Context: an optimization exercise on an open-source flow, tuned for small area. The choices shown serve that exercise and are no tape-out recipe.
At most, simulation tests tie the RTL to the original design; equivalence was not proved.
No activity file was given, so power comes from the tool's default toggle rates. The clock port is modelled as an ideal driver; clocking choices that lean on that would not hold on a real chip.

== north ==
==> module router_sync, before the edit <==
module router_sync (input detect_add,
                    input [1:0] data_in,
                    input write_enb_reg, clock, resetn, read_enb_0, read_enb_1, read_enb_2,
                    input empty_0, empty_1, empty_2, full_0, full_1, full_2,
                    output [2:0] write_enb,
                    output fifo_full,
                    output reg soft_reset_0, soft_reset_1, soft_reset_2,
                    output vld_out_0, vld_out_1, vld_out_2);
reg [1:0] add;    
reg [4:0] count_0, count_1, count_2;
localparam [4:0] C1 = 5'b00001, C30 = 5'b01000;
function [4:0] lfsr(input [4:0] c);
  lfsr = {c[3:0], c[4] ^ c[2]};
endfunction
always @(posedge clock)
  if (detect_add)
    add <= data_in;
assign write_enb = write_enb_reg ? {add[1], add[0], add == 2'd0} : 3'b000;
assign fifo_full = add[1] ? full_2 : add[0] ? full_1 : full_0;
assign vld_out_0 = ~empty_0;
assign vld_out_1 = ~empty_1;
assign vld_out_2 = ~empty_2;
always @(posedge clock) begin
  count_0 <= (!vld_out_0 || read_enb_0 || count_0 == C30) ? C1 : lfsr(count_0);
  count_1 <= (!vld_out_1 || read_enb_1 || count_1 == C30) ? C1 : lfsr(count_1);
  count_2 <= (!vld_out_2 || read_enb_2 || count_2 == C30) ? C1 : lfsr(count_2);
  soft_reset_0 <= resetn && vld_out_0 && !read_enb_0 && count_0 == C30;
  soft_reset_1 <= resetn && vld_out_1 && !read_enb_1 && count_1 == C30;
  soft_reset_2 <= resetn && vld_out_2 && !read_enb_2 && count_2 == C30;
end
endmodule
clock: 5.0 ns
lec_check: 0
cap_margin: 0
core_margin: 2
core_utilization: 70
place_density: 0.8
slew_margin: 0
standard.sh (not shown) runs the stock make flow with config.mk's settings and CLKGATE_MAP_FILE= SYNTH_SCRIPT=/design/flow/synth_recipe.tcl, a recipe that flattens the netlist after the stock synthesis.
==> flow/flow/run.sh <==
#!/bin/bash
# The standard ORFS flow (the standard.sh), with:
#  - synthesis: the standard flow's script, but ABC maps for area (flow/area.abc), and
#    adders are left to ABC instead of ORFS's half/full-adder cells
#  - CTS without dummy loads, sink clusters of up to 30 on clkbuf_16,
#    clkbuf_8 above them
#  - port buffers (one per input and output, as standard) of the smallest
#    buffer cell
# Each tool's output goes to the ORFS logs under orfs/logs; make's output to
# standard.log.
set -euo pipefail
HERE=$PWD
export AREA_ABC_DIR=$HERE/flow
cat $HERE/flow/area_hook.tcl $HERE/synth_recipe.tcl > $HERE/area_synth.tcl
CTS="-sink_clustering_enable -repair_clock_nets -dont_use_dummy_load -sink_clustering_size 30 -sink_clustering_max_diameter 100 -buf_list {sky130_fd_sc_hd__clkbuf_8 sky130_fd_sc_hd__clkbuf_16} -sink_clustering_buffer sky130_fd_sc_hd__clkbuf_16 -root_buf sky130_fd_sc_hd__clkbuf_8 -tree_buf sky130_fd_sc_hd__clkbuf_8"
bash standard.sh SYNTH_SCRIPT=$HERE/area_synth.tcl ADDER_MAP_FILE= "CTS_ARGS=$CTS" "BUFFER_PORTS_ARGS=-buffer_cell sky130_fd_sc_hd__buf_1" finish > standard.log 2>&1
==> flow/flow/area.abc <==
&get -n
&st
&dch
&nf -p -C 32 -F 10 -R 1000
&put
mfs2 -a
strash
&get -n
&dch
&nf -p -C 32 -F 10 -R 1000
&put
==> flow/flow/area_hook.tcl <==
# Sourced before the standard flow's synthesis script: ABC maps the logic for area with
# area.abc (beside this file) instead of ORFS's speed script. Everything else
# in the synthesis is the standard flow's. Registers are mapped before ABC runs, and ABC
# does not touch them.
set ::area_abc_script [file join $::env(AREA_ABC_DIR) area.abc]
proc abc {args} {
  set i [lsearch -exact $args -script]
  if {$i >= 0} { lset args [expr {$i + 1}] $::area_abc_script }
  puts "area hook: abc $args"
  yosys abc {*}$args
}
The final layout from north, which completed every stage, passed the timing, DRC and antenna checks at the end of the flow.
### north -> south
--- a/flow/design.v
+++ b/flow/design.v
@@ -158,10 +158,10 @@
 endfunction
 always @(posedge clock)
   if (detect_add)
     add <= data_in;
-assign write_enb = write_enb_reg ? {add[1], add[0], add == 2'd0} : 3'b000;
-assign fifo_full = add[1] ? full_2 : add[0] ? full_1 : full_0;
+assign write_enb = write_enb_reg ? {add == 2'd2, add == 2'd1, add == 2'd0} : 3'b000;
+assign fifo_full = (add == 2'd0 && full_0) || (add == 2'd1 && full_1) || (add == 2'd2 && full_2);
 assign vld_out_0 = ~empty_0;
 assign vld_out_1 = ~empty_1;
 assign vld_out_2 = ~empty_2;
 always @(posedge clock) begin
### Flow results
Both conditions hold for south: the flow ran to the end and the final layout passed the timing, DRC and antenna checks. Taking north as the reference, in south switching share of total power shrank by 4.0 points; clock network power share grew by 3.2 points; final critical delay including setup and external delays shrank by 0.20 ns. End point of the critical path: valid_out_0 -> north, rr.dout[7] -> south. Upper clock frequency limit in south is 5.4% higher than in north. Of north and south, north shows the lower count of plain and timing-repair buffers in the layout, with south above it. north → south: total number of vias decreased 0.61%; critical path depth increased 2. south against north: die area saw little to no change; buffering stage count on the worst path with inverters included shows a reduction of 1; weighted congestion at the end of routability-driven global placement increased about 0.9%. Relative to north, share of the clock period used by the worst path decreased by 3.9 points in south. The higher combinational group share of total power of north and south is in north. Final area delta (north -> south): insignificant.
No functional check of the RTL was part of north.

Setup of Q:
Another version of the RTL of router_top2 (not shown whole).
For scale: ~1400 cells after synthesis, ~43 I/O pins, ~21000 um2 of cells after synthesis.
==> module router_reg, before the edit <==
module router_reg (input clock, resetn, pkt_valid,
                   input [7:0] data_in,
                   input fifo_full, rst_int_reg, detect_add, ld_state, laf_state, full_state, lfd_state,
                   output reg parity_done, low_pkt_valid, err,
                   output reg [7:0] dout);
reg [7:0] ffb, intp;
reg perr, pw;
always @(posedge clock)
  if (detect_add || (ld_state && !fifo_full))
    dout <= data_in;
  else if (laf_state)
    dout <= ffb;
always @(posedge clock)
  if (detect_add)
    intp <= data_in;
  else if (pkt_valid && ld_state)
    intp <= intp ^ data_in;
always @(posedge clock)
  if (ld_state && !pkt_valid)
    perr <= (intp != data_in);
always @(posedge clock)
  if (detect_add)
    pw <= 1'b0;
  else if (ld_state && !pkt_valid)
    pw <= 1'b1;
always @(posedge clock)
  if (!resetn)
    ffb <= 8'd0;
  else if (fifo_full && ld_state)
    ffb <= data_in;
always @(posedge clock)
  parity_done <= !detect_add && laf_state && low_pkt_valid && !parity_done;
always @(posedge clock)
  if (!resetn || rst_int_reg)
    low_pkt_valid <= 1'b0;
  else if (ld_state && !pkt_valid)
    low_pkt_valid <= 1'b1;
always @(posedge clock)
  if (!resetn)
    err <= 1'b0;
  else if (rst_int_reg && (pw ? perr : intp != 8'd0))
    err <= 1'b1;
endmodule
==> flow/config.mk <==
export PLATFORM = sky130hd
export DESIGN_NAME = router_top2
export DESIGN_NICKNAME = router_top2
export VERILOG_FILES = /design/flow/design.v
export SDC_FILE = /design/flow/constraint.sdc
export NUM_CORES = 4
export LEC_CHECK = 0
export CAP_MARGIN = 0
export CORE_MARGIN = 2
export CORE_UTILIZATION = 70
export PLACE_DENSITY = 0.8
export SLEW_MARGIN = 0
==> flow/constraint.sdc <==
create_clock -name core_clock -period 5.0 [get_ports {clock}]
set_input_delay 1.0000 -clock core_clock [delete_from_list [all_inputs] [get_ports {clock}]]
set_output_delay 1.0000 -clock core_clock [all_outputs]
set_load 0.01 [all_outputs]
Scripts as last shown in full above: flow/flow/run.sh, flow/flow/area.abc, flow/flow/area_hook.tcl
Q completed every stage of the flow, and the final layout passed the timing, DRC and antenna checks.
> inputs changed (Q -> T)
--- a/flow/design.v
+++ b/flow/design.v
@@ -111,5 +111,5 @@
                    output reg [7:0] dout);
 reg [7:0] ffb, intp;
-reg perr, pw;
+reg perr;
 always @(posedge clock)
   if (detect_add || (ld_state && !fifo_full))
@@ -123,11 +123,6 @@
     intp <= intp ^ data_in;
 always @(posedge clock)
-  if (ld_state && !pkt_valid)
+  if (ld_state)
     perr <= (intp != data_in);
-always @(posedge clock)
-  if (detect_add)
-    pw <= 1'b0;
-  else if (ld_state && !pkt_valid)
-    pw <= 1'b1;
 always @(posedge clock)
   if (!resetn)
@@ -145,5 +140,5 @@
   if (!resetn)
     err <= 1'b0;
-  else if (rst_int_reg && (pw ? perr : intp != 8'd0))
+  else if (rst_int_reg && perr)
     err <= 1'b1;
 endmodule
[summary]
- Any difference in post-synthesis share of cell area spent on xor and xnor gates between Q and T is small enough to ignore.
- Compared with Q, T shows a lower worst setup slack.
- In terms of fraction of the yosys area taken by sequential cells, Q and T differ only marginally.
- The area enclosed by the die boundary was comparable across Q and T.
- Diff Q..T | number of endpoints with negative hold slack in the final report | unchanged
- Q was routed with fewer vias than T.
No functional check of the RTL was part of T.

## static timing again, ports no longer ideal
How much do the figures lean on ideal ports? The routed layouts below were timed once more, with nothing changed but the port constraints.
Step 1: set_driving_cell puts a clkbuf_16 on clock and a buf_2 on each other input, an assumption about the parent block.
Step 2 moves the port delays by t, midway between the first and last clock arrival at a register: inputs arrive t later, outputs are due t later. That takes back most of the time a late clock gives input paths.
a / b / c = no drivers / after step 1 / after step 2; a / b = the first two.
| run | t, ns | setup WS [ns] | slew at the worst register clock pin (ns) | cell pins on the clock port's net |
|---|---|---|---|---|
| north | 0.683 | 1.168 / 1.121 / 1.374 | 0.11 / 0.11 | 1 |
| south | 0.683 | 1.364 / 1.364 / 1.364 | 0.12 / 0.12 | 1 |
| Q | 0.670 | 1.155 / 1.108 / 1.348 | 0.11 / 0.11 | 1 |
| T | 0.690 | 1.010 / 1.010 / 1.010 | 0.12 / 0.12 | 1 |
After both steps every run listed still meets setup and hold.
